This is an optimization exercise on Yosys and OpenROAD, whose aim is small area, not a production implementation.
In this exercise RTL edits were held to simulation tests only and were not proved equivalent to the original.
The flow treats the clock pin as an ideal source, which a real chip does not have.
Power is estimated from default activity; no workload was simulated.

Setup of job 101:
==> flow/design.v (excerpt) <==
module traffic_lights (
  input  logic        clk_i,
  input  logic        srst_i,
  input  logic [2:0]  cmd_type_i,
  input  logic        cmd_valid_i,
  input  logic [15:0] cmd_data_i,
  output logic        red_o,
  output logic        yellow_o,
  output logic        green_o
);
Size: about 170 cells after synthesis, roughly 25 I/O pins, about 0.0026 mm^2 of cells after synthesis.
clock: 5.0 ns
lec_check: 0
cap_margin: 20
core_margin: 2
core_utilization: 60
gpl_timing_driven: 0
slew_margin: 20
standard.sh (not shown) runs the stock make flow with config.mk's settings and CLKGATE_MAP_FILE= SYNTH_SCRIPT=/design/flow/synth_recipe.tcl, a recipe that flattens the netlist after the stock synthesis.
==> flow/flow/run.sh <==
#!/bin/bash
# Own layout flow: the standard synthesis, then the same synthesis with an
# area-oriented ABC script (registers unchanged, checked against the standard
# synthesis), then the standard ORFS layout with small port buffers and a
# lighter clock tree.
set -euo pipefail
W=$(pwd)
F=$W/flow
PLAT=${FLOW_PLATFORM:-sky130hd}
R=$W/orfs/results/$PLAT/traffic_lights/base

# 1. standard synthesis (reference for the registers)
bash standard.sh synth > $W/log_synth_std.txt 2>&1
cp $R/1_2_yosys.v $W/std_1_2_yosys.v

# 2. area-oriented synthesis with a few ABC scripts; keep the smallest
best=""; best_area=""
for s in $F/abc*.script; do
  n=$(basename $s .script)
  make -C $FLOW_HOME DESIGN_CONFIG=$W/config.mk WORK_HOME=$W/orfs_$n CLKGATE_MAP_FILE= \
    SYNTH_SCRIPT=$F/mysynth.tcl MY_ABC=$s synth > $W/log_synth_$n.txt 2>&1 || continue
  v=$W/orfs_$n/results/$PLAT/traffic_lights/base/1_2_yosys.v
  python3 $F/flopcheck.py $W/std_1_2_yosys.v $v >> $W/log_flopcheck.txt 2>&1 || continue
  a=$(grep 'Chip area' $W/orfs_$n/reports/$PLAT/traffic_lights/base/synth_stat.txt | awk '{print $NF}')
  echo "$n $a" >> $W/log_areas.txt
  if [[ -z "$best" ]] || python3 -c "import sys; sys.exit(0 if $a < $best_area else 1)"; then
    best=$v; best_area=$a
  fi
done
if [[ -n "$best" ]]; then
  cp $best $R/1_2_yosys.v
  touch $R/1_2_yosys.v
fi

# 3. layout; the clock tree is built by flow/cts_pre.tcl (four clock buffers
# fed by the clock port), CTS is told to skip the clock net
export MCT_NBUF=${MCT_NBUF:-4}
export MCT_CELL=${MCT_CELL:-sky130_fd_sc_hd__clkbuf_8}
# the layout's repair may use only small buffers (the platform's don't-use list
# plus the larger buffers)
DU=$(make -s -f - <<MK
include $FLOW_HOME/platforms/$PLAT/config.mk
all:
	@echo \$(DONT_USE_CELLS)
MK
)
DU="$DU sky130_fd_sc_hd__buf_4 sky130_fd_sc_hd__buf_6 sky130_fd_sc_hd__buf_8 sky130_fd_sc_hd__buf_12 sky130_fd_sc_hd__buf_16"
echo "$DU" > $W/log_dont_use.txt
bash standard.sh \
  "DONT_USE_CELLS=$DU" \
  "BUFFER_PORTS_ARGS=-buffer_cell sky130_fd_sc_hd__buf_1" \
  "PRE_CTS_TCL=$F/cts_pre.tcl" \
  finish > $W/log_layout.txt 2>&1
==> flow/flow/cts_pre.tcl <==
# PRE_CTS hook: build a small manual clock tree; CTS then skips the clock.
source [file join [file dirname [info script]] mantree.tcl]
build_manual_clock_tree clk_i $::env(MCT_NBUF) $::env(MCT_CELL)
Other scripts of this flow, unchanged in this note and not shown: flow/flow/abc1.script, flow/flow/abc2.script, flow/flow/abc3.script, flow/flow/flopcheck.py, flow/flow/mantree.tcl, flow/flow/mysynth.tcl
What job 102 does differently from job 101 at the input level:
# job 101
export LEC_CHECK = 0
export CAP_MARGIN = 20
export CORE_MARGIN = 2
export CORE_UTILIZATION = 60
export GPL_TIMING_DRIVEN = 0
export SLEW_MARGIN = 20
create_clock -name core_clock -period 5.0 [get_ports {clk_i}]
# job 102
export LEC_CHECK = 0
export CAP_MARGIN = 0
export CORE_MARGIN = 2
export CORE_UTILIZATION = 70
export GPL_TIMING_DRIVEN = 0
export SLEW_MARGIN = 0
create_clock -name core_clock -period 5.0 [get_ports {clk_i}]
-- flow/flow/run.sh --
<<< job 101, line 39
# the layout's repair may use only small buffers (the platform's don't-use list
# plus the larger buffers)
DU=$(make -s -f - <<MK
include $FLOW_HOME/platforms/$PLAT/config.mk
all:
	@echo \$(DONT_USE_CELLS)
MK
)
DU="$DU sky130_fd_sc_hd__buf_4 sky130_fd_sc_hd__buf_6 sky130_fd_sc_hd__buf_8 sky130_fd_sc_hd__buf_12 sky130_fd_sc_hd__buf_16"
echo "$DU" > $W/log_dont_use.txt
>>> job 102, line 39
<<< job 101, line 50
  "DONT_USE_CELLS=$DU" \
>>> job 102, line 40
## What came out
HPWL reported at the end of detailed placement: job 102 vs job 101, no meaningful difference. Job 102 vs. job 101: number of placed cells counting well taps saw a decrease; final weighted congestion of routability-driven global placement has decreased; worst-case hold slack lost 0.012 ns. Looking at switching power of the nets, job 102 sits above job 101. Delta (job 102 minus job 101): share of the final layout cell area in sequential cells -0.17 points, number of tapcells -7.7%. The final cell area excluding filler cells on job 101 is in line with that on job 102. Maximum clock frequency went down slightly going from job 101 to job 102. Job 102: wire length higher than job 101. Compared with job 101, number of rows in the core area in job 102 decreased by a little under 10%.
> inputs changed (job 102 -> job 103)
# job 102
export LEC_CHECK = 0
export CAP_MARGIN = 0
export CORE_MARGIN = 2
export CORE_UTILIZATION = 70
export GPL_TIMING_DRIVEN = 0
export SLEW_MARGIN = 0
create_clock -name core_clock -period 5.0 [get_ports {clk_i}]
# job 103
export LEC_CHECK = 0
export CAP_MARGIN = 20
export CORE_MARGIN = 2
export CORE_UTILIZATION = 60
export GPL_TIMING_DRIVEN = 0
export SLEW_MARGIN = 20
create_clock -name core_clock -period 5.0 [get_ports {clk_i}]
-- flow/flow/run.sh --
<<< job 102, line 35
# 3. layout; the clock tree is built by flow/cts_pre.tcl (four clock buffers
>>> job 103, line 35
# 3. layout; the clock tree is built by flow/cts_pre.tcl (two clock buffers
<<< job 102, line 37
export MCT_NBUF=${MCT_NBUF:-4}
export MCT_CELL=${MCT_CELL:-sky130_fd_sc_hd__clkbuf_8}
>>> job 103, line 37
export MCT_NBUF=${MCT_NBUF:-2}
export MCT_CELL=${MCT_CELL:-sky130_fd_sc_hd__clkbuf_16}
# the layout's repair may use only small buffers (the platform's don't-use list
# plus the larger buffers)
DU=$(make -s -f - <<MK
include $FLOW_HOME/platforms/$PLAT/config.mk
all:
	@echo \$(DONT_USE_CELLS)
MK
)
DU="$DU sky130_fd_sc_hd__buf_4 sky130_fd_sc_hd__buf_6 sky130_fd_sc_hd__buf_8 sky130_fd_sc_hd__buf_12 sky130_fd_sc_hd__buf_16"
echo "$DU" > $W/log_dont_use.txt
<<< job 102, line 40
>>> job 103, line 50
  "DONT_USE_CELLS=$DU" \
==> comparison <==
- Diff job 102 and job 103: first-iteration DRC count higher in job 102
- After detailed routing, job 102 needs more wire than job 103.
- In the metrics for job 102 and job 103, the one carrying the lower portion of total power attributed to the clock network is job 102.
- Job 103 ended up with a lower power spent charging and discharging nets than job 102 did.

-- re-timing with driven ports --
No port has a modelled driver above. Below, the same layouts with a new extraction and two added sets of constraints.
Step 1, drivers: a clkbuf_16 drives clk_i and a buf_2 each remaining input, both assumed.
Step 2, shift: input delay + t, output delay - t, t = (earliest + latest rising clock arrival at the registers) / 2. This alone moves slack from input paths to output paths.
Slacks: ideal ports / drivers / drivers and shift; pairs: ideal ports / drivers.
| run | t (ns) | setup WS [ns] | latest minus earliest clock arrival (ns) | worst data-port slew with drivers (ns) |
|---|---|---|---|---|
| job 101 | 0.206 | 0.686 / 0.686 / 0.686 | 0.013 / 0.013 | 0.03 |
| job 102 | 0.208 | 0.617 / 0.617 / 0.617 | 0.011 / 0.011 | 0.04 |
| job 103 | 0.209 | 0.688 / 0.688 / 0.688 | 0.006 / 0.006 | 0.03 |
After both steps every run listed still meets setup and hold.
